This design comes from an exercise in tuning for small area and a short achievable clock period on the open sky130 flow, not from production work. RTL that was checked went through simulation tests only; none was proved equivalent to the original. Function not checked in run 2: the RTL went through the layout flow alone. Power is estimated from default activity; no workload was simulated.

### design/flow/design.v
`timescale 1ns / 1ps
module MUX(
    input [1:0]i,
    input sel,
    output o
    );
    assign o = (sel & i[1]) | (~sel & i[0]);
endmodule
`timescale 1ns / 1ps
module MUXarray #(parameter SIZE=4)(
    input [SIZE-1:0] a,
    input [SIZE-1:0] b,
    input sel,
    output [SIZE-1:0] o
    );
    genvar i;
    generate 
        for(i=0; i<SIZE; i=i+1) begin
            MUX m(
                .i({a[i],b[i]}),
                .sel(sel),
                .o(o[i])
                );
        end
    endgenerate 
endmodule
`timescale 1ns / 1ps
module decoder3_8(
    input [2:0] d,
    input en,
    output reg [7:0] o
    );
always @(*) begin
    if (en) begin
        case (d)
            3'd7: o=8'd1;
            3'd6: o=8'd2;
            3'd5: o=8'd4;
            3'd4: o=8'd8;
            3'd3: o=8'd16;
            3'd2: o=8'd32;
            3'd1: o=8'd64;
            3'd0: o=8'd128;
        endcase
    end
    else
        o=8'd0;
end
endmodule
`timescale 1ns / 1ps
module decoder4_16(
    input [3:0]d,
    output [15:0]o
    );
    wire en1, en2;
    assign en1 = d[3];
    assign en2 = ~d[3];
    decoder3_8 low ( 
        .en(en1),
        .d(d),
        .o(o[7:0])
        );
    decoder3_8 high(
        .en(en2),
        .d(d),
        .o(o[15:8])
        );
endmodule
`timescale 1ns / 1ps
module NewSevenSegment(
    input [3:0] d,
    output [6:0] seg
    );
    wire [15:0] o;
    decoder4_16 D(.d(d), .o(o));
    assign seg [0] = ~| (16'hB7EB& o);
    assign seg [1] = ~| (16'hF9E4& o);
    assign seg [2] = ~| (16'hDFF4& o);
    assign seg [3] = ~| (16'hB6DE& o);
    assign seg [4] = ~| (16'hA2BF& o);
    assign seg [5] = ~| (16'h8EFB& o);
    assign seg [6] = ~| (16'h3EF7& o);
endmodule
`timescale 1ns / 1ns
module ClockDivider #(parameter PRESCALER = 25_000_000)(
    input clkin,
    input rst,
    output reg clkout
    );
    reg [24:0] count;
    always @(posedge clkin) begin
        if(rst) begin
            count <= 0;
            clkout <= 0;
        end
        else if(count == PRESCALER) begin
            count <=0;
            clkout <= ~clkout;
        end
        else begin
            count <= count + 1;
        end
    end
endmodule
`timescale 1ns / 1ps
module DoubleSevenSegment(
    input clk,
    input rst,
    input [3:0] a,
    input [3:0] b,
    input [3:0] c,
    input [3:0] d,
    output [6:0] out,
    output [0:3] an
    );
    wire sel, sel2;
    wire [3:0] d1, d2, d3;
    ClockDivider #(.PRESCALER(25000)) CDK(
                    .clkin(clk),
                    .rst(rst),
                    .clkout(sel)
                    );
    ClockDivider #(.PRESCALER (50001)) CDK1(
                     .clkin(clk),
                    .rst(rst),
                    .clkout(sel2)
    );
    MUXarray run1 (.a(a), .b(c), .sel(sel), .o(d1));
    MUXarray run2 (.a(b), .b(d), .sel(sel), .o(d2));
    MUXarray run3 (.a(d1), .b(d2), .sel(sel2), .o(d3));
    NewSevenSegment run4 (.d(d3), .seg(out));
   assign an[0] = ~sel & ~sel2;
   assign an[1] = sel & ~sel2;
   assign an[2] = ~sel & sel2;
   assign an[3] = sel & sel2;
endmodule
`timescale 1ns / 1ps
module FSM(
    input bu, br, bl, bd, reset,
    input [7:0]a,b,
    input clk,
    input rst,
    output reg [15:0]led
    );
    reg[3:0]state;
    always @(posedge clk) begin
        if (rst) begin
            state <= 0;
            led <= 0;
        end
        else
        case(state)
        4'b0000:begin
            if(bu ==1)begin
                state <=1;
                led <= a+b;
            end
            else if(br ==1)begin
                state <=2;
                led <= a-b;
            end
             else if(bd ==1)begin
                state <=3;
                led <=a*b;
            end
             else if(bl ==1 && b != 0)begin
                state <=4;
                led <=a/b;
            end
            else if(bl ==1 && b == 0)begin
                state <=4;
                led <=0;
            end
            else if(reset == 1)begin
                state <= 0;
                led <= 0;
            end
        end
        4'b0001:begin
            if (bl ==1) begin
                led <= led << 1;
                state <= 5;
            end
            else if(br ==1)begin
                led <= led >> 1;
                state <= 6;
            end
            else if(bd ==1)begin
                led <= a|b;
                state <= 7;
            end
            if(reset ==1)begin
                state <=0;
                led <=0;
                end
        end
        4'b0010:begin
            if(reset ==1)begin
                state <=0;
                led <=0;
            end
            if(reset ==1)begin
                state <=0;
                led <=0;
                end
        end
        4'b0011:begin
            if(bu ==1) begin
                led <=a&b;
                state <= 8;
            end
            if(reset ==1)begin
                state <=0;
                led <=0;
                end
        end
        4'b0100:begin
            if(reset ==1)begin
                state <=0;
                led <=0;
            end
        end
         4'b0101:begin
            if(reset ==1)begin
                state <=0;
                led <=0;
            end
        end
         4'b0110:begin
            if(reset ==1)begin
                state <=0;
                led <=0;
            end
        end
         4'b0111:begin
            if(reset ==1)begin
                state <=0;
                led <=0;
            end
        end
         4'b1000:begin
            if(reset ==1)begin
                state <=0;
                led <=0;
            end
        end
        default:begin
            state <= 0;
            led <=0;
        end
   endcase
   end     
endmodule
`timescale 1ns / 1ps
module top(
    output [15:0] led,
    input  [15:0] sw,
    output [6:0]  seg,
    input  btnC, btnU, btnL, btnR, btnD,
    output [3:0]  an,
    input  clk,
    input  rst
    );
    wire [7:0] a = sw[15:8];
    wire [7:0] b = sw[7:0];
    localparam IDLE = 2'd0, SUM = 2'd1, PROD = 2'd2, DONE = 2'd3;
    reg [1:0]  state;
    reg [15:0] led_r;
    assign led = led_r;
    wire [8:0] addr = {1'b0, a} + {1'b0, b};
    wire [8:0] subr = {1'b0, a} - {1'b0, b};
    wire [15:0] mulr = a * b;
    reg [7:0] q;
    reg [8:0] rem;
    reg [8:0] p;
    reg [8:0] dif;
    integer j;
    always @(*) begin
        rem = 9'd0;
        for (j = 7; j >= 0; j = j - 1) begin
            p = {rem[7:0], a[j]};
            dif = p - {1'b0, b};
            q[j] = ~dif[8];
            if (~dif[8]) rem = dif & ((9'd1 << (8 - j)) - 9'd1);
            else rem = p & ((9'd1 << (8 - j)) - 9'd1);
        end
    end
    wire bz = (b == 8'd0);
    wire [7:0] divr = bz ? 8'd0 : q;
    reg [15:0] led_n;
    reg [1:0]  state_n;
    always @(*) begin
        led_n = led_r;
        state_n = state;
        case (state)
            IDLE: begin
                if (btnU)      begin led_n = {7'd0, addr};        state_n = SUM;  end
                else if (btnR) begin led_n = {{7{subr[8]}}, subr}; state_n = DONE; end
                else if (btnD) begin led_n = mulr;                state_n = PROD; end
                else if (btnL) begin led_n = {8'd0, divr};        state_n = DONE; end
                else if (btnC) begin led_n = 16'd0; end
            end
            SUM: begin
                if (btnC)      begin led_n = 16'd0;              state_n = IDLE; end
                else if (btnL) begin led_n = {led_r[14:0], 1'b0}; state_n = DONE; end
                else if (btnR) begin led_n = {1'b0, led_r[15:1]}; state_n = DONE; end
                else if (btnD) begin led_n = {8'd0, a | b};       state_n = DONE; end
            end
            PROD: begin
                if (btnC)      begin led_n = 16'd0;              state_n = IDLE; end
                else if (btnU) begin led_n = {8'd0, a & b};       state_n = DONE; end
            end
            default: begin
                if (btnC)      begin led_n = 16'd0;              state_n = IDLE; end
            end
        endcase
    end
    always @(posedge clk) begin
        if (rst) begin
            state <= IDLE;
            led_r <= 16'd0;
        end else begin
            state <= state_n;
            led_r <= led_n;
        end
    end
    reg [14:0] lfsr;
    reg [1:0]  dsel;    
    wire wrap = (lfsr == 15'h6F73);
    always @(posedge clk) begin
        if (rst | wrap) lfsr <= 15'd0;
        else            lfsr <= {lfsr[13:0], ~(lfsr[14] ^ lfsr[13])};
        if (rst)        dsel <= 2'd0;
        else if (wrap)  dsel <= dsel + 2'd1;
    end
    reg [3:0] v;
    reg [3:0] an_r;
    always @(*) begin
        case (dsel)
            2'b00: begin v = led_r[3:0];   an_r = 4'b0111; end
            2'b01: begin v = led_r[11:8];  an_r = 4'b1011; end
            2'b10: begin v = led_r[7:4];   an_r = 4'b1101; end
            default: begin v = led_r[15:12]; an_r = 4'b1110; end
        endcase
    end
    assign an = an_r;
    localparam [15:0] M0 = 16'hB7EB, M1 = 16'hF9E4, M2 = 16'hDFF4, M3 = 16'hB6DE,
                      M4 = 16'hA2BF, M5 = 16'h8EFB, M6 = 16'h3EF7;
    wire [3:0] vi = 4'd15 - v;
    assign seg[0] = ~M0[vi];
    assign seg[1] = ~M1[vi];
    assign seg[2] = ~M2[vi];
    assign seg[3] = ~M3[vi];
    assign seg[4] = ~M4[vi];
    assign seg[5] = ~M5[vi];
    assign seg[6] = ~M6[vi];
endmodule
### design/flow/run.sh
#!/bin/bash
# synth_recipe.tcl (not shown) runs the flow's synth.tcl, then flattens the netlist and writes it again
# the make line also repeats each setting of config.mk as NAME=value (left out here)
make -C /OpenROAD-flow-scripts/flow DESIGN_CONFIG=/design/flow/config.mk WORK_HOME=/design/flow/orfs CLKGATE_MAP_FILE= SYNTH_SCRIPT=/design/flow/synth_recipe.tcl finish
### design/flow/config.mk
export PLATFORM = sky130hd
export DESIGN_NAME = top
export DESIGN_NICKNAME = top
export VERILOG_FILES = /design/flow/design.v
export SDC_FILE = /design/flow/constraint.sdc
export NUM_CORES = 4
export LEC_CHECK = 0
export CAP_MARGIN = 20
export CORE_MARGIN = 2
export CORE_UTILIZATION = 40
export SLEW_MARGIN = 20
### design/flow/constraint.sdc
create_clock -name core_clock -period 32.0 [get_ports {clk}]
set_input_delay 6.4000 -clock core_clock [delete_from_list [all_inputs] [get_ports {clk}]]
set_output_delay 6.4000 -clock core_clock [all_outputs]
set_load 0.01 [all_outputs]
==> results_dict.tcl, run 1 <==
set metrics [dict create \
    rsz0062_at_grt "no" \
    drv_cap 0 \
    cts_tree "done" \
    grt_pass1_vias 6418 \
    port_buffers 49 \
    h-tree-depth 2 \
    dr.pass1.iters 5 \
    syn-cell-area_mm2 0.00695 \
    crit_top_cell "ha_1" \
    min_path_type "reg2reg" \
    critical_path_class "in2reg" \
    cp.required_ns 32.17 \
    slowest_stage "o31ai_2" \
    slew_headroom_pct 20.9 \
    design.core.area_mm2 0.0171 \
    yosysUniqueCellTypes 70 \
    leakage_nw 3.53 \
    fin_tns_setup_ns 0 \
    fin_crit_ns 18.64 \
    crit_path_max_fanout 10 \
    synth_top_family_by_area "adder cells" \
    post_cts_buffers 0 \
    synth_area_per_cell_um2 7.73 \
    multiInputGateArea_mm2 0.00572 \
    synthesis.instances 899 \
    synth_fa_ha_area_share_pct 33.0 \
    utilization_pct 45.7 \
    drive_above_1_share_pct 4.28 \
    grt_usage_pct 23.4 \
    ant_nets 0 \
    ir_drop_mv 0.0357 \
    worst_pin_slew_ns 1.18 \
    finalPower_mw 0.410 \
    finish.instance_area_mm2 0.00782 \
    die_w_um 136 \
    overflow 0 \
    placed_area_mm2 0.00765 \
    grt_max_degree 39 \
    status "no timing/DRC/antenna violations" \
    layout_setup_ws_ns 13.36 \
    synth-main-ff-cell "dfxtp_1" \
    clock_latency_ns 0.28 \
    final_nets 1113 \
    seq_area_frac_synth_pct 10.1 \
    dp.cells 1151 \
    cts-root-buf "clkbuf_16" \
    powerDensity_mw_per_mm2 52.5 \
    hpwlAfterDp_mm 16.6 \
    fillCellCount 1766 \
    layout.cells.non_filler 1159 \
    synth_edf_count 0 \
    final.period_utilization_pct 58.2 \
    clockBufferDepth 2 \
    die_h_um 136 \
    drc 0 \
    cts.clk_slew.worst_paths_ns 0.06 \
    hold_buffers 0 \
    io_pins 50 \
    seq_area_um2 701 \
    maxSlewViolCount 0 \
    numCtsBuffers 5 \
    wl_per_cell_um 18.2 \
    n_antenna_cell 0 \
    cts_sinks 35 \
    finalHoldWorstSlack_ns 0.457 \
    grt_first_pass_wirelength_mm 34.2 \
    post_drt_via_cell_ratio 5.74 \
    finClkSkew_ns 0.00440 \
    async_flop_share_pct 0 \
    ys_seq_elements 35 \
    yosysWarnings 1 \
    finalSetupViolations 0 \
    max_freq_ghz 0.0537 \
    route.vias.total 6650 \
    drt_iter0_markers 568 \
    synth_xor_area_share_pct 3.53 \
    cp-end-kind "register" \
    cp-start-kind "primary input" \
    synthSimpleGateAreaFrac_pct 18.7 \
    arrival_ns 18.81 \
    post_cts_resized 0 \
    hold_viol 0 \
    totalWireLength_mm 21.1 \
    place.gp.congestion 0.941 \
    cpPeakStageDelay_ns 0.68 \
    dpl_worst_slack_ns 13.16 \
    synth-compound-area-share_pct 23.7 \
    syn2layout_area_growth_pct 12.5 \
    design.die.area_mm2 0.0184 \
    muxShareOfSynthArea_pct 3.35 \
    start_util_pct 40.6 \
    grt_antenna_before_repair 0 \
    rows 48 \
]
worst paths after layout:
| kind | cells past startpoint | slack, ns | to | startpoint |
|---|---|---|---|---|
| max | 45 | 13.36 | led_r[0] | sw[15] |
| min reg2reg | 1 | 0.46 | lfsr[11] | lfsr[10] |
| max reg2reg | 9 | 29.38 | led_r[2] | state[0] |
| min | 1 | 0.46 | lfsr[11] | lfsr[10] |
power breakdown:
group	switching [mW]	internal [mW]	leakage (nW)
sequential	0.0179	0.0525	0.286
clock	0.0188	0.0367	0.0838
combinational	0.161	0.124	3.16
final cells by class:
| type | instances | area share [%] |
|---|---|---|
| clock inverters | 3 | 0.560 |
| flip-flops and latches | 35 | 8.96 |
| inverters | 108 | 5.19 |
| repair buffers | 56 | 6.95 |
| multi-input cells | 727 | 73.1 |
| clock buffers | 5 | 1.60 |
| well taps | 225 | 3.60 |
per-layer routing:
metal  vias to the layer above  global-route usage, %  part of all wire [%]
met5                         -                      0                     0
met1                      3119                   32.5                    45
met3                        34                   2.24                   6.9
met2                       256                   38.8                    45
met4                         0                   6.37                   2.4
li1                       3241                      -                     -
cells in the mapped netlist (6+ instances only):
cell	number	area share, %
ha_1	113	20
inv_1	105	5.7
nand2_1	80	4.3
nor2_1	78	4.2
a21oi_1	69	5.0
o21ai_0	58	4.2
fa_1	44	13
dfxtp_1	35	10
clkbuf_1	24	1.3
and2_1	19	1.7
xnor2_1	18	2.3
a21o_1	16	1.7
nand3_1	16	1.2
a221oi_1	14	1.8
nor2b_1	13	1.2
a211oi_1	12	1.3
nor3_1	12	0.86
nand2b_1	11	0.99
a31oi_1	10	0.90
mux2_2	10	1.6
o211ai_1	10	1.1
xor2_1	10	1.3
mux2i_1	9	1.3
nor4_1	8	0.72
o22ai_1	7	0.63
o21a_1	6	0.65
or3_1	6	0.54
sequential cells by signal, indices dropped and copies added, names as in the netlist:
signal  flops
state       2
dsel        2
lfsr       15
led_r      16
logic make-up after synthesis:
kind of cell               after synthesis
xor gates and xnor gates                28
adders and majority gates              157
DFF                                     35
muxes                                   21
AOI/OAI and AO/OA                      252
buffers and inverters                  137
and+or+nand+nor                        269
cell usage in the layout (no fill, tap or decap), drive strengths merged, types with 7 or more instances in the layout:
cell type / synthesis / final
a211oi: 12 / 12
a21o: 16 / 16
a21oi: 69 / 69
a221oi: 15 / 15
a31oi: 10 / 10
and2: 19 / 19
buf: 5 / 7
clkdlybuf4s50: 0 / 49
dfxtp: 35 / 35
fa: 44 / 44
ha: 113 / 113
inv: 105 / 105
mux2: 12 / 12
mux2i: 9 / 9
nand2: 80 / 80
nand2b: 11 / 11
nand3: 16 / 16
nor2: 78 / 78
nor2b: 13 / 13
nor3: 14 / 14
nor4: 9 / 9
o211ai: 10 / 10
o21ai: 58 / 58
o22ai: 7 / 7
xnor2: 18 / 18
xor2: 10 / 10
worst max-delay path, delay by kind of cell:
family / cells / cell delay [ns]
simple gates: 10 / 2.37
fa+ha+maj: 8 / 2.61
mux: 2 / 0.71
compound gates: 22 / 5.79
buf+inv: 3 / 0.92
==> run 2, diff against run 1 <==
--- a/design/flow/design.v
+++ b/design/flow/design.v
@@ -253,105 +253,17 @@
 endmodule
 `timescale 1ns / 1ps
 module top(
-    output [15:0] led,
-    input  [15:0] sw,
-    output [6:0]  seg,
-    input  btnC, btnU, btnL, btnR, btnD,
-    output [3:0]  an,
-    input  clk,
-    input  rst
+output[15:0]led,
+    input [15:0]sw,
+    output[6:0]seg,
+    input btnC, btnU, btnL, btnR, btnD,
+    output [3:0] an,
+    input clk,
+    input rst
     );
-    wire [7:0] a = sw[15:8];
-    wire [7:0] b = sw[7:0];
-    localparam IDLE = 2'd0, SUM = 2'd1, PROD = 2'd2, DONE = 2'd3;
-    reg [1:0]  state;
-    reg [15:0] led_r;
-    assign led = led_r;
-    wire [8:0] addr = {1'b0, a} + {1'b0, b};
-    wire [8:0] subr = {1'b0, a} - {1'b0, b};
-    wire [15:0] mulr = a * b;
-    reg [7:0] q;
-    reg [8:0] rem;
-    reg [8:0] p;
-    reg [8:0] dif;
-    integer j;
-    always @(*) begin
-        rem = 9'd0;
-        for (j = 7; j >= 0; j = j - 1) begin
-            p = {rem[7:0], a[j]};
-            dif = p - {1'b0, b};
-            q[j] = ~dif[8];
-            if (~dif[8]) rem = dif & ((9'd1 << (8 - j)) - 9'd1);
-            else rem = p & ((9'd1 << (8 - j)) - 9'd1);
-        end
-    end
-    wire bz = (b == 8'd0);
-    wire [7:0] divr = bz ? 8'd0 : q;
-    reg [15:0] led_n;
-    reg [1:0]  state_n;
-    always @(*) begin
-        led_n = led_r;
-        state_n = state;
-        case (state)
-            IDLE: begin
-                if (btnU)      begin led_n = {7'd0, addr};        state_n = SUM;  end
-                else if (btnR) begin led_n = {{7{subr[8]}}, subr}; state_n = DONE; end
-                else if (btnD) begin led_n = mulr;                state_n = PROD; end
-                else if (btnL) begin led_n = {8'd0, divr};        state_n = DONE; end
-                else if (btnC) begin led_n = 16'd0; end
-            end
-            SUM: begin
-                if (btnC)      begin led_n = 16'd0;              state_n = IDLE; end
-                else if (btnL) begin led_n = {led_r[14:0], 1'b0}; state_n = DONE; end
-                else if (btnR) begin led_n = {1'b0, led_r[15:1]}; state_n = DONE; end
-                else if (btnD) begin led_n = {8'd0, a | b};       state_n = DONE; end
-            end
-            PROD: begin
-                if (btnC)      begin led_n = 16'd0;              state_n = IDLE; end
-                else if (btnU) begin led_n = {8'd0, a & b};       state_n = DONE; end
-            end
-            default: begin
-                if (btnC)      begin led_n = 16'd0;              state_n = IDLE; end
-            end
-        endcase
-    end
-    always @(posedge clk) begin
-        if (rst) begin
-            state <= IDLE;
-            led_r <= 16'd0;
-        end else begin
-            state <= state_n;
-            led_r <= led_n;
-        end
-    end
-    reg [14:0] lfsr;
-    reg [1:0]  dsel;    
-    wire wrap = (lfsr == 15'h6F73);
-    always @(posedge clk) begin
-        if (rst | wrap) lfsr <= 15'd0;
-        else            lfsr <= {lfsr[13:0], ~(lfsr[14] ^ lfsr[13])};
-        if (rst)        dsel <= 2'd0;
-        else if (wrap)  dsel <= dsel + 2'd1;
-    end
-    reg [3:0] v;
-    reg [3:0] an_r;
-    always @(*) begin
-        case (dsel)
-            2'b00: begin v = led_r[3:0];   an_r = 4'b0111; end
-            2'b01: begin v = led_r[11:8];  an_r = 4'b1011; end
-            2'b10: begin v = led_r[7:4];   an_r = 4'b1101; end
-            default: begin v = led_r[15:12]; an_r = 4'b1110; end
-        endcase
-    end
-    assign an = an_r;
-    localparam [15:0] M0 = 16'hB7EB, M1 = 16'hF9E4, M2 = 16'hDFF4, M3 = 16'hB6DE,
-                      M4 = 16'hA2BF, M5 = 16'h8EFB, M6 = 16'h3EF7;
-    wire [3:0] vi = 4'd15 - v;
-    assign seg[0] = ~M0[vi];
-    assign seg[1] = ~M1[vi];
-    assign seg[2] = ~M2[vi];
-    assign seg[3] = ~M3[vi];
-    assign seg[4] = ~M4[vi];
-    assign seg[5] = ~M5[vi];
-    assign seg[6] = ~M6[vi];
+    wire [3:0] bicks;
+    assign an = ~bicks;
+    FSM tig (.bu(btnU),.br(btnR),.bl(btnL),.bd(btnD),
+             .reset(btnC),.a(sw[15:8]),.b(sw[7:0]),.clk(clk),.rst(rst),.led(led));
+    DoubleSevenSegment biddies (.clk(clk),.rst(rst),.a(led[15:12]),.b(led[11:8]),.c(led[7:4]),.d(led[3:0]), .an(bicks), .out(seg));
 endmodule
==> results_dict.tcl, run 2 <==
set metrics [dict create \
    status "no timing/DRC/antenna violations" \
    post_drt_via_cell_ratio 5.61 \
    slowest_stage "clkdlybuf4s50_1" \
    synth_xor_area_share_pct 7.46 \
    maxSlewViolCount 0 \
    seq_area_frac_synth_pct 12.0 \
    cp-end-kind "register" \
    arrival_ns 31.04 \
    yosysUniqueCellTypes 93 \
    cpPeakStageDelay_ns 0.48 \
    layout_setup_ws_ns 1.18 \
    crit_path_max_fanout 8 \
    largestRegisters "biddies.CDK.count (25), biddies.CDK1.count (25), tig.led (16)" \
    overflow 0 \
    design.core.area_mm2 0.0296 \
    worst_pin_slew_ns 0.949 \
    totalWireLength_mm 34.7 \
    hold_viol 0 \
    synth_fa_ha_area_share_pct 23.7 \
    max_freq_ghz 0.0324 \
    synth_top_area_share_pct 17.4 \
    port_buffers 49 \
    rows 63 \
    dr.pass1.iters 5 \
    layout_common_cells "nor2_1 (227), ha_1 (160), nand2_1 (129), inv_1 (110), a21oi_1 (90)" \
    ant_nets 0 \
    grt_max_degree 52 \
    leakage_nw 6.08 \
    worstSetupStartpoint "sw[0]" \
    cts.clk_slew.worst_paths_ns 0.07 \
    powerDensity_mw_per_mm2 91.2 \
    synth_area_per_cell_um2 7.49 \
    start_util_pct 40.5 \
    async_flop_share_pct 0 \
    drive_above_1_share_pct 13.0 \
    fillCellCount 2953 \
    finish.instance_area_mm2 0.0139 \
    cts_sinks 72 \
    drt_iter0_markers 780 \
    yosysMostFrequentCell "nor2_1" \
    synth.area.top_cells "ha_1 (17%), dfxtp_1 (12%), nor2_1 (7.3%)" \
    grt_pass1_vias 10900 \
    synthesis.instances 1599 \
    drv_cap 0 \
    io_pins 50 \
    grt_antenna_before_repair 1 \
    yosysWarnings 6 \
    multiInputGateArea_mm2 0.0102 \
    grt_first_pass_wirelength_mm 56.2 \
    syn2layout_area_growth_pct 16.1 \
    cts-root-buf "clkbuf_16" \
    cts_tree "done" \
    synth_top_family_by_area "simple AND/OR/NAND/NOR gates" \
    critical_path_class "in2reg" \
    utilization_pct 47.0 \
    design.die.area_mm2 0.0313 \
    synth_edf_count 0 \
    hpwlAfterDp_mm 26.1 \
    finClkSkew_ns 0.0105 \
    cp.required_ns 32.21 \
    die_h_um 177 \
    grt_usage_pct 21.9 \
    ir_drop_mv 0.105 \
    route.vias.total 11700 \
    numCtsBuffers 9 \
    synthSimpleGateAreaFrac_pct 24.2 \
    min_path_type "reg2reg" \
    placed_area_mm2 0.0131 \
    synth-compound-area-share_pct 22.9 \
    final_nets 1917 \
    rr_startpoint "tig.state[3]" \
    crit_top_cell "o21a_1" \
    drc 0 \
    clockBufferDepth 2 \
    final_common_cell "nor2_1" \
    n_antenna_cell 0 \
    syn-cell-area_mm2 0.0120 \
    finalSetupViolations 0 \
    hp-start "biddies.CDK.count[0]" \
    fin_tns_setup_ns 0 \
    finalPower_mw 1.27 \
    synth-main-ff-cell "dfxtp_1" \
    die_w_um 177 \
    fin_crit_ns 30.82 \
    slew_headroom_pct 36.2 \
    place.gp.congestion 0.921 \
    h-tree-depth 3 \
    muxShareOfSynthArea_pct 4.06 \
    dpl_worst_slack_ns -0.738 \
    synth_area_leader_cell "ha_1" \
    wl_per_cell_um 16.7 \
    seq_area_mm2 0.00144 \
    ys_seq_elements 72 \
    synth_commonest_cells "nor2_1 (234), ha_1 (166), nand2_1 (130)" \
    final.period_utilization_pct 96.3 \
    clock_latency_ns 0.34 \
    cp-start-kind "primary input" \
]
[run 2: changes by cell type in the layout (fill, tap and decap cells not counted), moves of 21 or more]
cell / delta
xnor2_1: +38
nor2_1: +149
o21a_1: +43
nand3_1: +29
xor2_1: +36
a21oi_1: +21
nor3_1: +48
nand2_1: +49
buf_4: +69
dfxtp_1: +37
ha_1: +47
[run 2: worst max-delay path: cells and delay by family]
family / cells / cell delay, ns
adders and majority gates: 14 / 4.05
AOI/OAI and AO/OA: 71 / 12.86
and+or+nand+nor: 29 / 4.29
buffers and inverters: 6 / 0.99
muxes: 9 / 2.45
[run 2: final timing paths]
kind                                              to  slack [ns]  depth (start not counted)
worst max-delay path                      tig.led[0]        1.18                        129
worst min-delay path            biddies.CDK.count[0]        0.46                          1
worst max register to register            tig.led[0]       29.22                         15
worst min register to register  biddies.CDK.count[0]        0.46                          1
[run 2: layer usage]
layer / share of wire [%] / wire length, µm / up-vias / global-route usage, %
li1: - / - / 5873 / -
met1: 49 / 17000 / 5468 / 31.2
met2: 44 / 15300 / 307 / 35.0
met3: 5.3 / 1820 / 49 / 2.81
met4: 1.9 / 667 / 0 / 5.37
met5: 0 / 0 / - / 0
[run 2: metrics by stage]
step	hold slack (ns)	instances
2_1_floorplan	0.430	1606
3_3_place_gp	0.444	2039
3_5_place_dp	0.453	2039
4_1_cts	0.468	2060
5_1_grt	0.483	2085
6_report	0.461	2085
[run 2: logic make-up (layout without fill, tap and decap cells)]
logic type / count (synthesis) / in the layout
other: 1 / 8
AND/OR/NAND/NOR: 613 / 613
flip-flops: 72 / 72
multiplexers: 39 / 39
buffers and inverters: 166 / 255
XOR/XNOR: 102 / 102
AO/OA/AOI/OAI: 402 / 402
adder cells (fa/ha/maj): 204 / 204
[run 2: layout make-up]
| cell class | count | area share (%) |
|---|---|---|
| inverter | 111 | 3.00 |
| sequential | 72 | 10.4 |
| timing repair buffer | 128 | 7.90 |
| multi-input combinational | 1368 | 73.1 |
| clock buffer | 9 | 1.62 |
| clock inverter | 7 | 0.459 |
| tap | 390 | 3.51 |
[run 2: repair_timing]
| item | in CTS | in global routing |
|---|---|---|
| setup endpoints to repair | 1 | 2 |
| cloned | 0 | 0 |
| hold buffers | 0 | 0 |
| pin swaps | 5 | 29 |
| resized for setup | 6 | 63 |
| buffers inserted | 5 | 25 |
[run 2: report_power, final]
part	switching, mW	internal [mW]
sequential	0.00865	0.0938
combinational	0.572	0.495
clock	0.0438	0.0543
total	0.625	0.643
==> run 3, diff against run 2 <==
--- a/design/flow/design.v
+++ b/design/flow/design.v
@@ -253,17 +253,136 @@
 endmodule
 `timescale 1ns / 1ps
 module top(
-output[15:0]led,
-    input [15:0]sw,
-    output[6:0]seg,
-    input btnC, btnU, btnL, btnR, btnD,
-    output [3:0] an,
-    input clk,
-    input rst
+    output [15:0] led,
+    input  [15:0] sw,
+    output [6:0]  seg,
+    input  btnC, btnU, btnL, btnR, btnD,
+    output [3:0]  an,
+    input  clk,
+    input  rst
     );
-    wire [3:0] bicks;
-    assign an = ~bicks;
-    FSM tig (.bu(btnU),.br(btnR),.bl(btnL),.bd(btnD),
-             .reset(btnC),.a(sw[15:8]),.b(sw[7:0]),.clk(clk),.rst(rst),.led(led));
-    DoubleSevenSegment biddies (.clk(clk),.rst(rst),.a(led[15:12]),.b(led[11:8]),.c(led[7:4]),.d(led[3:0]), .an(bicks), .out(seg));
+    wire [7:0] a = sw[15:8];
+    wire [7:0] b = sw[7:0];
+    function [8:0] ripple(input [7:0] x, input [7:0] y, input ci);
+        reg c;
+        integer i;
+        begin
+            c = ci;
+            for (i = 0; i < 8; i = i + 1) begin
+                ripple[i] = x[i] ^ y[i] ^ c;
+                c = (x[i] & y[i]) | (x[i] & c) | (y[i] & c);
+            end
+            ripple[8] = c;
+        end
+    endfunction
+    function [15:0] mul8(input [7:0] x, input [7:0] y);
+        reg [7:0] sm, cy, ns, nc, pp;
+        reg       t;
+        integer r, c;
+        begin
+            sm = x & {8{y[0]}};
+            cy = 8'd0;
+            mul8 = 16'd0;
+            mul8[0] = sm[0];
+            for (r = 1; r < 8; r = r + 1) begin
+                pp = x & {8{y[r]}};
+                for (c = 0; c < 8; c = c + 1) begin
+                    t = (c < 7) ? sm[(c + 1) % 8] : 1'b0;
+                    ns[c] = pp[c] ^ t ^ cy[c];
+                    nc[c] = (pp[c] & t) | (pp[c] & cy[c]) | (t & cy[c]);
+                end
+                sm = ns;
+                cy = nc;
+                mul8[r] = sm[0];
+            end
+            mul8[15:8] = {1'b0, sm[7:1]} + cy;
+        end
+    endfunction
+    function [12:0] divrows(input [7:0] r0, input [7:0] x, input [7:0] y,
+                            input integer hi, input integer lo);
+        reg [8:0] rem, p, dif;
+        integer j;
+        begin
+            rem = {1'b0, r0};
+            divrows = 13'd0;
+            for (j = hi; j >= lo; j = j - 1) begin
+                p = {rem[7:0], x[j]};
+                dif = p - {1'b0, y};
+                divrows[j] = ~dif[8];
+                if (~dif[8]) rem = dif & ((9'd1 << (8 - j)) - 9'd1);
+                else         rem = p   & ((9'd1 << (8 - j)) - 9'd1);
+            end
+            divrows[12:8] = rem[4:0];
+        end
+    endfunction
+    localparam IDLE = 2'd0, SUM = 2'd1, PROD = 2'd2, DONE = 2'd3;
+    reg [1:0]  state;
+    reg [15:0] led_r;
+    reg        divmode;    
+    reg [4:0]  rem_r;      
+    wire       sub  = ~btnU;
+    wire [8:0] asum = ripple(a, b ^ {8{sub}}, sub);
+    wire [15:0] addsub = sub ? {{8{~asum[8]}}, asum[7:0]} : {7'd0, asum};
+    wire [15:0] mulr = mul8(a, b);
+    wire [12:0] dh = divrows(8'd0, a, b, 7, 3);
+    wire bz = (b == 8'd0);
+    wire in_idle = (state == IDLE);
+    wire in_sum  = (state == SUM);
+    wire in_prod = (state == PROD);
+    wire op_as  = in_idle & (btnU | btnR);
+    wire op_mul = in_idle & ~btnU & ~btnR & btnD;
+    wire op_div = in_idle & ~btnU & ~btnR & ~btnD & btnL;
+    wire op_shl = in_sum & ~btnC & btnL;
+    wire op_shr = in_sum & ~btnC & ~btnL & btnR;
+    wire op_or  = in_sum & ~btnC & ~btnL & ~btnR & btnD;
+    wire op_and = in_prod & ~btnC & btnU;
+    wire op_clr = btnC & ~op_as & ~op_mul & ~op_div;
+    wire ld = op_as | op_mul | op_div | op_shl | op_shr | op_or | op_and | op_clr;
+    wire [15:0] led_n =
+        ({16{op_as}}  & addsub) |
+        ({16{op_mul}} & mulr) |
+        ({16{op_div & ~bz}} & {b, dh[7:3], a[2:0]}) |
+        ({16{op_shl}} & {led_r[14:0], 1'b0}) |
+        ({16{op_shr}} & {1'b0, led_r[15:1]}) |
+        ({16{op_or}}  & {8'd0, a | b}) |
+        ({16{op_and}} & {8'd0, a & b});
+    wire [1:0] state_n =
+        op_clr ? IDLE :
+        op_as  ? (btnU ? SUM : DONE) :
+        op_mul ? PROD :
+        (op_div | op_shl | op_shr | op_or | op_and) ? DONE : state;
+    always @(posedge clk) begin
+        if (rst) begin
+            state <= IDLE;
+            led_r <= 16'd0;
+            divmode <= 1'b0;
+        end else begin
+            state <= state_n;
+            if (ld) led_r <= led_n;
+            if (ld) divmode <= op_div & ~bz;
+        end
+        if (op_div) rem_r <= dh[12:8];
+    end
+    wire [12:0] dl = divrows({3'd0, rem_r}, led_r[7:0], led_r[15:8], 2, 0);
+    wire [15:0] ledv = divmode ? {8'd0, led_r[7:3], dl[2:0]} : led_r;
+    assign led = ledv;
+    reg [14:0] lfsr;
+    reg [1:0]  dsel;    
+    wire wrap = (lfsr == 15'h6F73);
+    always @(posedge clk) begin
+        if (rst | wrap) lfsr <= 15'd0;
+        else            lfsr <= {lfsr[13:0], ~(lfsr[14] ^ lfsr[13])};
+        if (rst)        dsel <= 2'd0;
+        else if (wrap)  dsel <= dsel + 2'd1;
+    end
+    wire [3:0] v = (dsel == 2'b00) ? ledv[3:0] :
+                   (dsel == 2'b01) ? ledv[11:8] :
+                   (dsel == 2'b10) ? ledv[7:4] : ledv[15:12];
+    assign an = (dsel == 2'b00) ? 4'b0111 :
+                (dsel == 2'b01) ? 4'b1011 :
+                (dsel == 2'b10) ? 4'b1101 : 4'b1110;
+    localparam [15:0] M0 = 16'hB7EB, M1 = 16'hF9E4, M2 = 16'hDFF4, M3 = 16'hB6DE,
+                      M4 = 16'hA2BF, M5 = 16'h8EFB, M6 = 16'h3EF7;
+    wire [3:0] vi = 4'd15 - v;
+    assign seg = ~{M6[vi], M5[vi], M4[vi], M3[vi], M2[vi], M1[vi], M0[vi]};
 endmodule
--- a/design/flow/config.mk
+++ b/design/flow/config.mk
@@ -7,5 +7,6 @@
 export LEC_CHECK = 0
 export CAP_MARGIN = 20
 export CORE_MARGIN = 2
-export CORE_UTILIZATION = 40
+export CORE_UTILIZATION = 70
+export PLACE_DENSITY = 0.8
 export SLEW_MARGIN = 20
==> results_dict.tcl, run 3 <==
set metrics [dict create \
    drv_cap 0 \
    final_common_cell "inv_1" \
    post_cts_buffers 0 \
    totalWireLength_mm 15.4 \
    clock_latency_ns 0.30 \
    grt_pass1_vias 5287 \
    synthSimpleGateAreaFrac_pct 17.3 \
    finClkSkew_ns 0.00507 \
    rsz0062_at_grt "no" \
    synth-main-ff-cell "dfxtp_1" \
    async_flop_share_pct 0 \
    synth_fa_ha_area_share_pct 33.9 \
    ir_drop_mv 0.0264 \
    hold_buffers 0 \
    synth_commonest_cells "inv_1 (76), ha_1 (67), nor2_1 (60)" \
    port_buffers 49 \
    synth_top_area_share_pct 19.4 \
    min_path_type "reg2reg" \
    io_pins 50 \
    ys_seq_elements 41 \
    rr_worst_depth 6 \
    die_h_um 94.9 \
    largestRegisters "led_r (16), lfsr (15), rem_r (5)" \
    crit_chain "clkdlybuf4s50_1 -> ha_1 -> nor4_1 -> a21o_1 -> nand2_1 -> fa_1 -> or3_1 -> or2_1 -> a31o_1 -> ha_1 -> a21oi_1 -> nor3_1 -> mux2i_1 -> fa_1 -> a21o_1 -> a21oi_1 -> nor2_1 -> mux2_2 -> ha_1 -> a21oi_1 -> nor2b_1 -> o21a_1 -> o21ai_1 -> mux2_2" \
    synthesis.instances 679 \
    syn2layout_area_growth_pct 10.4 \
    hold_viol 0 \
    place.gp.congestion 0.897 \
    switching_share_pct 44.2 \
    cts_tree "done" \
    max_freq_ghz 0.0734 \
    crit_path_max_fanout 17 \
    grt_max_degree 26 \
    wl_per_cell_um 19.0 \
    die_w_um 94.9 \
    finalPower_mw 0.309 \
    rows 33 \
    fin_tns_setup_ns 0 \
    n_antenna_cell 0 \
    utilization_pct 78.6 \
    hp-start "lfsr[4]" \
    yosysMostFrequentCell "inv_1" \
    ant_nets 0 \
    largest_reg_flops 16 \
    p_switching_mw 0.136 \
    drive_above_1_share_pct 3.98 \
    final_nets 849 \
    reg2reg_slack_ns 29.58 \
    final.period_utilization_pct 42.6 \
    cp-start-kind "primary input" \
    yosysWarnings 1 \
    cts.clk_slew.worst_paths_ns 0.09 \
    synth_xor_area_share_pct 3.33 \
    hpwlAfterDp_mm 12.0 \
    internal_power_mw 0.172 \
    post_drt_via_cell_ratio 6.55 \
    combPwrFrac_pct 65.6 \
    post_cts_resized 0 \
    rr_startpoint "state[1]" \
    critical_path_class "in2reg" \
    status "no timing/DRC/antenna violations" \
    cp-end-kind "register" \
    synth-compound-area-share_pct 19.0 \
    syn-cell-area_mm2 0.00579 \
    grt_first_pass_wirelength_mm 25.4 \
    cp.required_ns 32.06 \
    leakage_nw 2.73 \
    h-tree-depth 2 \
    pwr-share-clk_pct 14.0 \
    min_path_cells 1 \
    drc 0 \
    synth_edf_count 5 \
    grt_antenna_before_repair 0 \
    grt_usage_pct 36.4 \
    slowest_stage "clkdlybuf4s50_1" \
    finalSetupViolations 0 \
    yosysUniqueCellTypes 64 \
    cts_sinks 41 \
    rr_endpoint "led_r[14]" \
    overflow 0 \
    maxSlewViolCount 0 \
    start_util_pct 71.2 \
    muxShareOfSynthArea_pct 3.89 \
    finalHoldWorstSlack_ns 0.460 \
    regMostFlops "led_r" \
    synth_area_leader_cell "fa_1" \
    cpPeakStageDelay_ns 0.87 \
    drt_iter0_markers 491 \
    powerDensity_mw_per_mm2 48.3 \
    fin_crit_ns 13.63 \
    arrival_ns 13.69 \
    design.die.area_mm2 0.00901 \
    numCtsBuffers 5 \
    worst_pin_slew_ns 1.12 \
    cts-root-buf "clkbuf_8" \
    layout_common_cells "inv_1 (76), ha_1 (67), nor2_1 (60), fa_1 (56), clkdlybuf4s50_1 (49)" \
    design.core.area_mm2 0.00813 \
    slew_headroom_pct 25.0 \
    synth_area_per_cell_um2 8.52 \
    seq_area_frac_synth_pct 15.0 \
    dr.pass1.iters 7 \
    pwr-share-seq_pct 20.3 \
    synth.area.top_cells "fa_1 (19%), ha_1 (14%), dfxtp_1 (12%)" \
    route.vias.total 5299 \
    min_to "lfsr[5]" \
    clockBufferDepth 2 \
    synth_top_family_by_area "adder cells" \
]
==> run 3: logic make-up after synthesis <==
logic type,after synthesis
buffers and inverters,113
AOI/OAI and AO/OA,159
and+or+nand+nor,200
xor gates and xnor gates,22
adders and majority gates,123
DFF,41
muxes,21
==> run 3: cell type report <==
| cell class | count | area [µm²] |
|---|---|---|
| fill | 599 | 1740 |
| timing repair buffer | 51 | 505 |
| multi-input combinational | 525 | 4470 |
| clock buffer | 5 | 68.8 |
| sequential | 41 | 871 |
| tap | 105 | 131 |
| inverter | 79 | 297 |
| clock inverter | 3 | 45.0 |
==> run 3: worst max path at each step <==
stage | endpoint | depth (start not counted) | start
after CTS | seg[0] | 23 | led_r[8]
after global routing | seg[0] | 23 | led_r[8]
final | rem_r[3] | 24 | sw[0]
after detailed placement | rem_r[3] | 24 | sw[0]
after floorplan | rem_r[1] | 25 | sw[15]
after global placement | rem_r[1] | 24 | sw[0]
==> run 3: worst max-delay path, delay by kind of cell <==
| kind | cells | cell delay (ns) |
|---|---|---|
| AND/OR/NAND/NOR | 7 | 1.87 |
| adder cells (fa/ha/maj) | 5 | 1.79 |
| AO/OA/AOI/OAI | 8 | 1.52 |
| multiplexers | 3 | 1.26 |
| buffers and inverters | 1 | 0.87 |
==> run 3: metrics by stage <==
step	instance area [µm²]	cells	worst slack (ns)
floorplan	5790	679	19.71
detailed placement	6270	800	18.27
global route	6390	809	17.77
finish	6390	809	18.37
CTS	6380	808	18.44
global placement	6270	800	18.62
==> run 3: power by group through the flow <==
stage / clock [mW] / combinational (mW) / sequential [mW]
2_1_floorplan: 0 / 0.147 / 0.0607
3_3_place_gp: 0 / 0.188 / 0.0633
3_5_place_dp: 0 / 0.199 / 0.0634
4_1_cts: 0.0433 / 0.200 / 0.0622
5_1_grt: 0.0453 / 0.228 / 0.0632
6_report: 0.0433 / 0.203 / 0.0628
==> run 3: routing by layer <==
metal	vias to the layer above	part of all wire (%)	wire length (µm)	track usage, %
met4	0	4.8	733	17.5
met1	2464	38	5900	44.5
met3	76	8.5	1310	5.35
met2	353	48	7460	62.9
met5	-	0	0	0
li1	2406	-	-	-
==> run 4, diff against run 3 <==
--- a/design/flow/config.mk
+++ b/design/flow/config.mk
@@ -7,6 +7,5 @@
 export LEC_CHECK = 0
 export CAP_MARGIN = 20
 export CORE_MARGIN = 2
-export CORE_UTILIZATION = 70
-export PLACE_DENSITY = 0.8
+export CORE_UTILIZATION = 40
 export SLEW_MARGIN = 20
==> results_dict.tcl, run 4 <==
set metrics [dict create \
    layout.cells.non_filler 883 \
    post_cts_buffers 0 \
    final_common_cell "inv_1" \
    hpwlAfterDp_mm 12.6 \
    syn-cell-area_mm2 0.00579 \
    totalWireLength_mm 15.9 \
    synth_area_per_cell_um2 8.52 \
    ir_drop_mv 0.0278 \
    cp.required_ns 25.60 \
    post_drt_via_cell_ratio 5.80 \
    grt_use_met3_pct 1.98 \
    slowest_stage "a21oi_1" \
    cp-start-kind "register" \
    grt_busiest_layer "met2" \
    die_w_um 124 \
    drive_above_1_share_pct 3.98 \
    synthesis.instances 679 \
    design.core.area_mm2 0.0140 \
    n_antenna_cell 0 \
    grt_antenna_before_repair 0 \
    io_pins 50 \
    cpPeakStageDelay_ns 0.69 \
    dpl_worst_slack_ns 18.35 \
    overflow 0 \
    cts.clk_slew.worst_paths_ns 0.06 \
    design.die.area_mm2 0.0154 \
    cts_tree "done" \
    grt_use_met1_pct 26.0 \
    synth.area.top_cells "fa_1 (19%), ha_1 (14%), dfxtp_1 (12%)" \
    synth_area_leader_cell "fa_1" \
    crit_buf_inv 3 \
    cts-root-buf "clkbuf_16" \
    rows 43 \
    synth_commonest_cells "inv_1 (76), ha_1 (67), nor2_1 (60)" \
    final_nets 848 \
    largestRegisters "led_r (16), lfsr (15), rem_r (5)" \
    worst_pin_slew_ns 1.05 \
    leakage_nw 2.75 \
    fin_crit_ns 13.60 \
    grt_pass1_vias 5228 \
    grt_usage_pct 20.3 \
    synth_edf_count 5 \
    status "no timing/DRC/antenna violations" \
    largest_reg_flops 16 \
    final.period_utilization_pct 42.5 \
    h-tree-depth 2 \
    route.vias.total 5123 \
    yosysMostFrequentCell "inv_1" \
    cp-end-kind "output pin" \
    min_path_type "reg2reg" \
    wl_per_cell_um 18.0 \
    crit_path_max_fanout 12 \
    max_freq_ghz 0.0736 \
    syn2layout_area_growth_pct 12.9 \
    finClkSkew_ns 0.00402 \
    start_util_pct 41.4 \
    clockBufferDepth 2 \
    met2_usage_pct 35.3 \
    port_buffers 49 \
    seq_area_frac_synth_pct 15.0 \
    drt_iter0_markers 485 \
    layout_setup_ws_ns 18.40 \
    slew_headroom_pct 29.9 \
    rsz0062_at_grt "no" \
    finalSetupViolations 0 \
    crit_family "compound AO/OA/AOI/OAI gates" \
    reg2reg_slack_ns 29.62 \
    finish.instance_area_mm2 0.00654 \
    cts_sinks 41 \
    grt_max_degree 26 \
    synth-main-ff-cell "dfxtp_1" \
    hold_buffers 0 \
    fin_tns_setup_ns 0 \
    dr.pass1.iters 8 \
    placed_area_mm2 0.00636 \
    crit_top_cell "ha_1" \
    drc 0 \
    clock_latency_ns 0.28 \
    regMostFlops "led_r" \
    critical_path_class "reg2out" \
    yosysUniqueCellTypes 64 \
    place.gp.congestion 0.869 \
    grt_first_pass_wirelength_mm 26.0 \
    ant_nets 0 \
    dp.cells 875 \
    async_flop_share_pct 0 \
    layout_common_cells "inv_1 (76), ha_1 (67), nor2_1 (59), fa_1 (56), clkdlybuf4s50_1 (49)" \
    post_cts_resized 0 \
    arrival_ns 7.20 \
    maxSlewViolCount 0 \
    drv_cap 0 \
    ys_seq_elements 41 \
    crit_chain "ha_1 -> inv_1 -> fa_1 -> a211oi_1 -> o21ai_0 -> o211ai_1 -> mux2_2 -> ha_1 -> nor2b_1 -> o31ai_1 -> a21oi_1 -> a21bo_2 -> o21a_1 -> ha_1 -> a211oi_1 -> o21ai_0 -> o22ai_1 -> a21o_1 -> inv_1 -> ha_1 -> or3_1 -> o221a_2 -> clkdlybuf4s50_1" \
    powerDensity_mw_per_mm2 49.7 \
    yosysWarnings 1 \
    synth_top_area_share_pct 19.4 \
    numCtsBuffers 5 \
    hold_viol 0 \
    die_h_um 124 \
]
run 4: cell counts after synthesis:
Identical to the previous run, type by type.
run 4: path summary, 6_finish.rpt:
path	endpoint	startpoint	cells after the start
min	lfsr[12]	lfsr[11]	1
max reg2reg	led_r[14]	state[1]	6
max	seg[0]	led_r[8]	23
min reg2reg	lfsr[12]	lfsr[11]	1
run 4: where the power goes:
part	total (mW)	leakage [nW]	switching (mW)	internal, mW
Clock	0.0586	0.0843	0.0217	0.0370
Combinational	0.203	2.33	0.110	0.0929
Sequential	0.0631	0.339	0.00699	0.0561
run 4: cell families (layout without fill, tap and decap cells):
logic type / count (synthesis) / in the layout / synth area share [%]
and+or+nand+nor: 200 / 200 / 17.3
AOI/OAI and AO/OA: 159 / 159 / 19.0
adders and majority gates: 123 / 123 / 33.9
buffers and inverters: 113 / 137 / 7.65
DFF: 41 / 41 / 15.0
xor gates and xnor gates: 22 / 22 / 3.33
muxes: 21 / 21 / 3.89
run 4: area by class of cell:
cell class	count	area, µm²
clock buffers	5	125
clock inverters	3	45.0
repair buffers	50	498
fillers	1398	7450
flip-flops and latches	41	871
multi-input cells	525	4480
well taps	180	225
inverters	79	297
run 4: stage by stage:
| step | utilization [%] | hold slack (ns) | power [mW] |
|---|---|---|---|
| CTS | 46.7 | 0.461 | 0.325 |
| finish | 46.7 | 0.457 | 0.325 |
| floorplan | - | 0.420 | 0.207 |
| global placement | 45.5 | 0.434 | 0.257 |
| global route | 46.7 | 0.478 | 0.353 |
| detailed placement | 45.5 | 0.440 | 0.265 |
run 4: metal layers:
layer / up-vias / share of wire (%)
met2: 173 / 49
met1: 2515 / 43
met5: - / 0
li1: 2400 / -
met4: 0 / 3.1
met3: 35 / 5.1
run 4: worst register-to-register path, stage by stage (launching register included):
cell	delay (ns)
dfxtp_1	0.36
nor2_1	0.22
and4b_1	0.57
o21a_1	0.56
a222oi_1	0.15
a221o_1	0.36
o31ai_1	0.07
==> run 5, diff against run 4 <==
==> design/flow/flow/run.sh (new file) <==
#!/bin/bash
set -euo pipefail
bash standard.sh SETUP_SLACK_MARGIN=19 finish > standard_flow.log 2>&1
==> design/flow/standard.sh (new file) <==
#!/bin/bash
# synth_recipe.tcl (not shown) runs the flow's synth.tcl, then flattens the netlist and writes it again
# the make line also repeats each setting of config.mk as NAME=value (left out here)
make -C /OpenROAD-flow-scripts/flow DESIGN_CONFIG=/design/flow/config.mk WORK_HOME=/design/flow/orfs CLKGATE_MAP_FILE= SYNTH_SCRIPT=/design/flow/synth_recipe.tcl "${@:-finish}"
removed: design/flow/run.sh
==> results_dict.tcl, run 5 <==
set metrics [dict create \
    status "no timing/DRC/antenna violations" \
    cp.required_ns 25.60 \
    rows 43 \
    die_h_um 124 \
    synth_area_per_cell_um2 8.52 \
    route.vias.total 5200 \
    crit_buf_inv 4 \
    n_antenna_cell 0 \
    synthesis.instances 679 \
    pwr-share-clk_pct 17.6 \
    finalPower_mw 0.336 \
    layout_common_cells "inv_1 (76), ha_1 (67), nor2_1 (59), fa_1 (56)" \
    design.die.area_mm2 0.0154 \
    ys_seq_elements 41 \
    final.period_utilization_pct 39.9 \
    pwr-share-seq_pct 18.8 \
    worstSetupStartpoint "led_r[2]" \
    hold_buffers 0 \
    worst_pin_slew_ns 1.04 \
    design.core.area_mm2 0.0140 \
    clockBufferDepth 2 \
    cts_sinks 41 \
    hold_viol 0 \
    yosysWarnings 1 \
    wl_per_cell_um 18.2 \
    grt_max_degree 26 \
    drv_cap 0 \
    syn-cell-area_mm2 0.00579 \
    cp-start-kind "register" \
    clock_latency_ns 0.29 \
    max_freq_ghz 0.0782 \
    async_flop_share_pct 0 \
    overflow 0 \
    synth_commonest_cells "inv_1 (76), ha_1 (67), nor2_1 (60)" \
    h-tree-depth 2 \
    arrival_ns 6.38 \
    final_common_cell "inv_1" \
    ir_drop_mv 0.0278 \
    grt_first_pass_wirelength_mm 26.4 \
    yosysUniqueCellTypes 64 \
    finClkSkew_ns 0.00555 \
    drive_above_1_share_pct 6.89 \
    synth_edf_count 5 \
    rr_startpoint "state[1]" \
    synth-main-ff-cell "dfxtp_1" \
    cts.clk_slew.worst_paths_ns 0.06 \
    rsz0062_at_grt "yes" \
    ant_nets 0 \
    hp-start "lfsr[0]" \
    fin_crit_ns 12.78 \
    syn2layout_area_growth_pct 15.3 \
    final_nets 856 \
    regMostFlops "led_r" \
    fin_tns_setup_ns 0 \
    crit_path_max_fanout 6 \
    synth.area.top_cells "fa_1 (19%), ha_1 (14%), dfxtp_1 (12%)" \
    largest_reg_flops 16 \
    slew_headroom_pct 30.4 \
    synth_top_area_share_pct 19.4 \
    io_pins 50 \
    grt_usage_pct 20.6 \
    place.gp.congestion 0.869 \
    maxSlewViolCount 0 \
    port_buffers 49 \
    totalWireLength_mm 16.2 \
    grt_pass1_vias 5297 \
    hpwlAfterDp_mm 12.6 \
    seq_area_frac_synth_pct 15.0 \
    largestRegisters "led_r (16), lfsr (15), rem_r (5)" \
    finalHoldWorstSlack_ns 0.457 \
    cpPeakStageDelay_ns 0.47 \
    cts-root-buf "clkbuf_16" \
    crit_family "compound AO/OA/AOI/OAI gates" \
    drc 0 \
    combPwrFrac_pct 63.6 \
    post_drt_via_cell_ratio 5.84 \
    finalSetupViolations 0 \
    cp-end-kind "output pin" \
    powerDensity_mw_per_mm2 50.3 \
    leakage_nw 2.87 \
    dr.pass1.iters 8 \
    crit_top_cell "ha_1" \
    synth_area_leader_cell "fa_1" \
    die_w_um 124 \
    fillCellCount 1388 \
    switching_share_pct 43.2 \
    grt_antenna_before_repair 0 \
    min_path_type "reg2reg" \
    start_util_pct 41.4 \
    cts_tree "done" \
    internal_power_mw 0.191 \
    critical_path_class "reg2out" \
    drt_iter0_markers 395 \
    slowest_stage "clkdlybuf4s50_1" \
    p_switching_mw 0.145 \
    yosysMostFrequentCell "inv_1" \
    numCtsBuffers 5 \
]
-- run 5: cell types whose count changed in the layout (fill, tap and decap cells not counted), moves of 2 or more --
cell | before | now
dfxtp_1 | 36 | 34
buf_4 | 1 | 8
a21oi_1 | 34 | 32
a21oi_2 | 0 | 2
dlymetal6s2s_1 | 0 | 6
clkdlybuf4s50_1 | 49 | 41
nor4_2 | 0 | 2
dfxtp_2 | 0 | 2
nor4_1 | 3 | 1
-- run 5: power by group through the flow --
| stage | clock, mW | sequential (mW) | combinational [mW] |
|---|---|---|---|
| 3_3_place_gp | 0 | 0.0639 | 0.193 |
| 3_5_place_dp | 0 | 0.0640 | 0.201 |
| 6_report | 0.0590 | 0.0633 | 0.214 |
| 4_1_cts | 0.0595 | 0.0628 | 0.207 |
| 2_1_floorplan | 0 | 0.0607 | 0.147 |
| 5_1_grt | 0.0614 | 0.0638 | 0.238 |
-- run 5: per-stage QoR --
stage	std cells	worst slack [ns]	area, µm²	utilization, %
2_1_floorplan	679	19.71	5790	-
3_3_place_gp	875	18.66	6360	45.5
3_5_place_dp	875	18.35	6360	45.5
4_1_cts	888	19.11	6590	47.1
5_1_grt	891	18.91	6670	47.7
6_report	891	19.22	6670	47.7
-- run 5: cell type report --
cell class,count,area [µm²],area share (%)
Clock buffer,5,125,1.88
Clock inverter,3,45.0,0.675
Inverter,79,297,4.44
Multi-Input combinational cell,526,4550,68.2
Sequential cell,41,873,13.1
Tap cell,180,225,3.38
Timing Repair Buffer,57,559,8.38
-- run 5: final timing paths --
path                                  end  slack, ns  cells past startpoint
worst max-delay path               seg[0]      19.22                     25
worst min-delay path              lfsr[1]       0.46                      1
worst max register to register  led_r[14]      29.62                      6
worst min register to register    lfsr[1]       0.46                      1
-- run 5: metal layers --
metal / global-route usage, % / share of wire (%) / wire length, µm
met1: 26.2 / 43 / 6910
met5: 0 / 0 / 0
met2: 35.8 / 50 / 8020
met4: 8.13 / 2.7 / 438
met3: 2.19 / 5.1 / 820
-- run 5: logic make-up after synthesis --
| kind of cell | after synthesis | share of synthesized area (%) |
|---|---|---|
| DFF | 41 | 15.0 |
| xor gates and xnor gates | 22 | 3.33 |
| AOI/OAI and AO/OA | 159 | 19.0 |
| and+or+nand+nor | 200 | 17.3 |
| adders and majority gates | 123 | 33.9 |
| buffers and inverters | 113 | 7.65 |
| muxes | 21 | 3.89 |
-- run 5: what timing repair did --
item / 4_1_cts / 5_1_grt
gates resized for setup: 7 / 19
setup buffers: 4 / 3
pin swaps: 1 / 3
setup endpoints to repair: 13 / 13
cloned: 1 / 0
==> run 6, diff against run 5 <==
--- a/design/flow/design.v
+++ b/design/flow/design.v
@@ -263,18 +263,6 @@
     );
     wire [7:0] a = sw[15:8];
     wire [7:0] b = sw[7:0];
-    function [8:0] ripple(input [7:0] x, input [7:0] y, input ci);
-        reg c;
-        integer i;
-        begin
-            c = ci;
-            for (i = 0; i < 8; i = i + 1) begin
-                ripple[i] = x[i] ^ y[i] ^ c;
-                c = (x[i] & y[i]) | (x[i] & c) | (y[i] & c);
-            end
-            ripple[8] = c;
-        end
-    endfunction
     function [15:0] mul8(input [7:0] x, input [7:0] y);
         reg [7:0] sm, cy, ns, nc, pp;
         reg       t;
@@ -321,7 +309,7 @@
     reg        divmode;    
     reg [4:0]  rem_r;      
     wire       sub  = ~btnU;
-    wire [8:0] asum = ripple(a, b ^ {8{sub}}, sub);
+    wire [8:0] asum = {1'b0, a} + {1'b0, b ^ {8{sub}}} + {8'd0, sub};
     wire [15:0] addsub = sub ? {{8{~asum[8]}}, asum[7:0]} : {7'd0, asum};
     wire [15:0] mulr = mul8(a, b);
     wire [12:0] dh = divrows(8'd0, a, b, 7, 3);
==> design/flow/run.sh (new file) <==
#!/bin/bash
# synth_recipe.tcl (not shown) runs the flow's synth.tcl, then flattens the netlist and writes it again
# the make line also repeats each setting of config.mk as NAME=value (left out here)
make -C /OpenROAD-flow-scripts/flow DESIGN_CONFIG=/design/flow/config.mk WORK_HOME=/design/flow/orfs CLKGATE_MAP_FILE= SYNTH_SCRIPT=/design/flow/synth_recipe.tcl finish
removed: design/flow/flow/run.sh
removed: design/flow/standard.sh
==> results_dict.tcl, run 6 <==
set metrics [dict create \
    design.core.area_mm2 0.0146 \
    place.gp.congestion 0.920 \
    slowest_stage "nor3_1" \
    die_h_um 127 \
    grt_use_met1_pct 28.2 \
    crit_path_max_fanout 8 \
    largestRegisters "led_r (16), lfsr (15), rem_r (5)" \
    grt_max_degree 25 \
    drt_iter0_markers 499 \
    layout_common_cells "inv_1 (76), ha_1 (74), nor2_1 (59), nand2_1 (53), fa_1 (50)" \
    grt_use_met3_pct 1.31 \
    dpl_worst_slack_ns 17.54 \
    drv_cap 0 \
    arrival_ns 7.85 \
    synth_area_per_cell_um2 8.32 \
    regMostFlops "led_r" \
    ir_drop_mv 0.0351 \
    yosysUniqueCellTypes 69 \
    hold_buffers 0 \
    final_nets 898 \
    rr_worst_depth 5 \
    synth_fa_ha_area_share_pct 31.9 \
    rr_startpoint "state[1]" \
    final.period_utilization_pct 44.5 \
    cpPeakStageDelay_ns 0.76 \
    post_drt_via_cell_ratio 5.81 \
    port_buffers 49 \
    fin_tns_setup_ns 0 \
    grt_antenna_before_repair 0 \
    numCtsBuffers 5 \
    die_w_um 127 \
    syn2layout_area_growth_pct 12.8 \
    synth_area_leader_cell "fa_1" \
    ys_seq_elements 41 \
    synth_commonest_cells "inv_1 (76), ha_1 (74), nor2_1 (59)" \
    worstSetupStartpoint "led_r[8]" \
    post_cts_resized 0 \
    cts_sinks 41 \
    overflow 0 \
    totalWireLength_mm 16.7 \
    max_freq_ghz 0.0702 \
    wl_per_cell_um 17.8 \
    cp.depth 24 \
    placed_area_mm2 0.00665 \
    layout.cells.non_filler 936 \
    min_path_cells 1 \
    synth-main-ff-cell "dfxtp_1" \
    clockBufferDepth 2 \
    synth_top_area_share_pct 16.6 \
    clock_latency_ns 0.28 \
    hold_viol 0 \
    crit_buf_inv 3 \
    cp.required_ns 25.60 \
    rows 44 \
    grt_first_pass_wirelength_mm 27.7 \
    crit_chain "ha_1 -> inv_1 -> fa_1 -> a211oi_1 -> nor2_1 -> o31ai_1 -> a21oi_1 -> fa_1 -> nor2b_1 -> o31a_1 -> nor4_1 -> nor3_1 -> mux2_2 -> ha_1 -> a211oi_1 -> o21ai_0 -> o22ai_1 -> a221oi_1 -> inv_1 -> ha_1 -> nand2_1 -> o21ai_0 -> o21ai_0 -> clkdlybuf4s50_1" \
    muxShareOfSynthArea_pct 4.19 \
    status "no timing/DRC/antenna violations" \
    fillCellCount 1436 \
    cts.clk_slew.worst_paths_ns 0.06 \
    finClkSkew_ns 0.00622 \
    leakage_nw 2.87 \
    io_pins 50 \
    cp-end-kind "output pin" \
    grt_pass1_vias 5474 \
    synthesis.instances 725 \
    post_cts_buffers 0 \
    yosysMostFrequentCell "inv_1" \
    min_path_type "reg2reg" \
    hp-start "lfsr[11]" \
    dr.pass1.iters 5 \
    synth-compound-area-share_pct 19.3 \
    grt_busiest_layer "met2" \
    cts_tree "done" \
    design.die.area_mm2 0.0161 \
    multiInputGateArea_mm2 0.00475 \
    finalSetupViolations 0 \
    yosysWarnings 1 \
    syn-cell-area_mm2 0.00603 \
    seq_area_frac_synth_pct 14.4 \
    synth_top_family_by_area "adder cells" \
    ant_nets 0 \
    maxSlewViolCount 0 \
    drive_above_1_share_pct 4.26 \
    powerDensity_mw_per_mm2 55.2 \
    cts-root-buf "clkbuf_16" \
    synth.area.top_cells "fa_1 (17%), ha_1 (15%), dfxtp_1 (12%)" \
    hpwlAfterDp_mm 13.2 \
    seq_area_um2 871 \
    worst_pin_slew_ns 0.986 \
    start_util_pct 41.2 \
    crit_family "compound AO/OA/AOI/OAI gates" \
    largest_reg_flops 16 \
    layout_setup_ws_ns 17.75 \
    met2_usage_pct 36.6 \
    async_flop_share_pct 0 \
    grt_usage_pct 21.0 \
    cp-start-kind "register" \
    dp.cells 928 \
    synth_xor_area_share_pct 3.63 \
    critical_path_class "reg2out" \
    final_common_cell "inv_1" \
    drc 0 \
    finish.instance_area_mm2 0.00681 \
    route.vias.total 5440 \
    n_antenna_cell 0 \
    fin_crit_ns 14.25 \
    synth_edf_count 5 \
    synthSimpleGateAreaFrac_pct 19.3 \
    h-tree-depth 2 \
    rsz0062_at_grt "no" \
    slew_headroom_pct 34.0 \
]
==> run 6: changes by cell type in the layout (fill, tap and decap cells not counted), moves of 7 or more <==
| cell | previous run | this run |
|---|---|---|
| clkdlybuf4s50_1 | 41 | 49 |
| a222oi_1 | 11 | 2 |
| o21ai_0 | 26 | 38 |
| nand2_1 | 41 | 53 |
| ha_1 | 67 | 74 |
==> run 6: through the flow <==
stage | util [%] | hold WS [ns] | power [mW]
5_1_grt | 46.5 | 0.473 | 0.412
3_3_place_gp | 45.4 | 0.435 | 0.315
6_report | 46.5 | 0.459 | 0.375
4_1_cts | 46.4 | 0.460 | 0.376
3_5_place_dp | 45.4 | 0.443 | 0.324
2_1_floorplan | - | 0.420 | 0.248
==> run 6: power breakdown <==
| group | leakage (nW) | internal (mW) | switching (mW) |
|---|---|---|---|
| logic | 2.45 | 0.115 | 0.141 |
| clock network | 0.0768 | 0.0310 | 0.0187 |
| registers | 0.339 | 0.0578 | 0.0113 |
==> run 6: path summary, 6_finish.rpt <==
path,end,slack [ns]
setup / recovery,seg[3],17.75
hold / removal,lfsr[12],0.46
setup reg to reg,led_r[15],29.32
hold reg to reg,lfsr[12],0.46
==> run 6: logic make-up after synthesis <==
group,Yosys count
and+or+nand+nor,227
AOI/OAI and AO/OA,175
muxes,23
adders and majority gates,124
xor gates and xnor gates,25
buffers and inverters,110
DFF,41
==> run 6: cell type report <==
class	instances	share of cell area, %
multi-input cells	574	69.8
flip-flops and latches	41	12.8
repair buffers	52	7.54
inverters	77	4.25
well taps	184	3.38
clock buffers	6	2.04
clock inverters	2	0.202
==> run 6: metal layers <==
layer / part of all wire, % / up-vias
li1: - / 2591
met1: 44 / 2626
met2: 48 / 196
met3: 5.5 / 27
met4: 2.5 / 0
met5: 0 / -

-- re-timing with driven ports --
No port has a modelled driver above. Below, the same layouts with a new extraction and two added sets of constraints.
Step 1, drivers: a clkbuf_16 drives clk and a buf_2 each remaining input, both assumed.
Step 2 moves the port delays by t, midway between the first and last clock arrival at a register: inputs arrive t later, outputs are due t later. That takes back most of the time a late clock gives input paths.
Slacks: ideal ports / drivers / drivers and shift; pairs: ideal ports / drivers.
run	shift t [ns]	setup WS [ns]	worst setup path after step 2	latest minus earliest clock arrival (ns)	worst register clock-pin slew, ns
run 1	0.313	13.363 / 13.375 / 13.062	input to register	0.006 / 0.006	0.06 / 0.06
run 2	0.372	1.175 / 1.194 / 0.821	input to register	0.011 / 0.011	0.07 / 0.07
run 3	0.331	18.372 / 18.352 / 18.052	input to register	0.005 / 0.005	0.09 / 0.09
run 4	0.314	18.405 / 18.374 / 18.298	input to register	0.005 / 0.005	0.06 / 0.06
run 5	0.314	19.220 / 19.189 / 19.062	input to register	0.006 / 0.006	0.07 / 0.07
run 6	0.307	17.755 / 17.722 / 17.524	input to register	0.006 / 0.006	0.06 / 0.06
After both steps setup and hold are still met in every run listed. The setup slack of run 2, which loses most, moves by +0.019 ns with the drivers and by -0.354 ns with both steps.
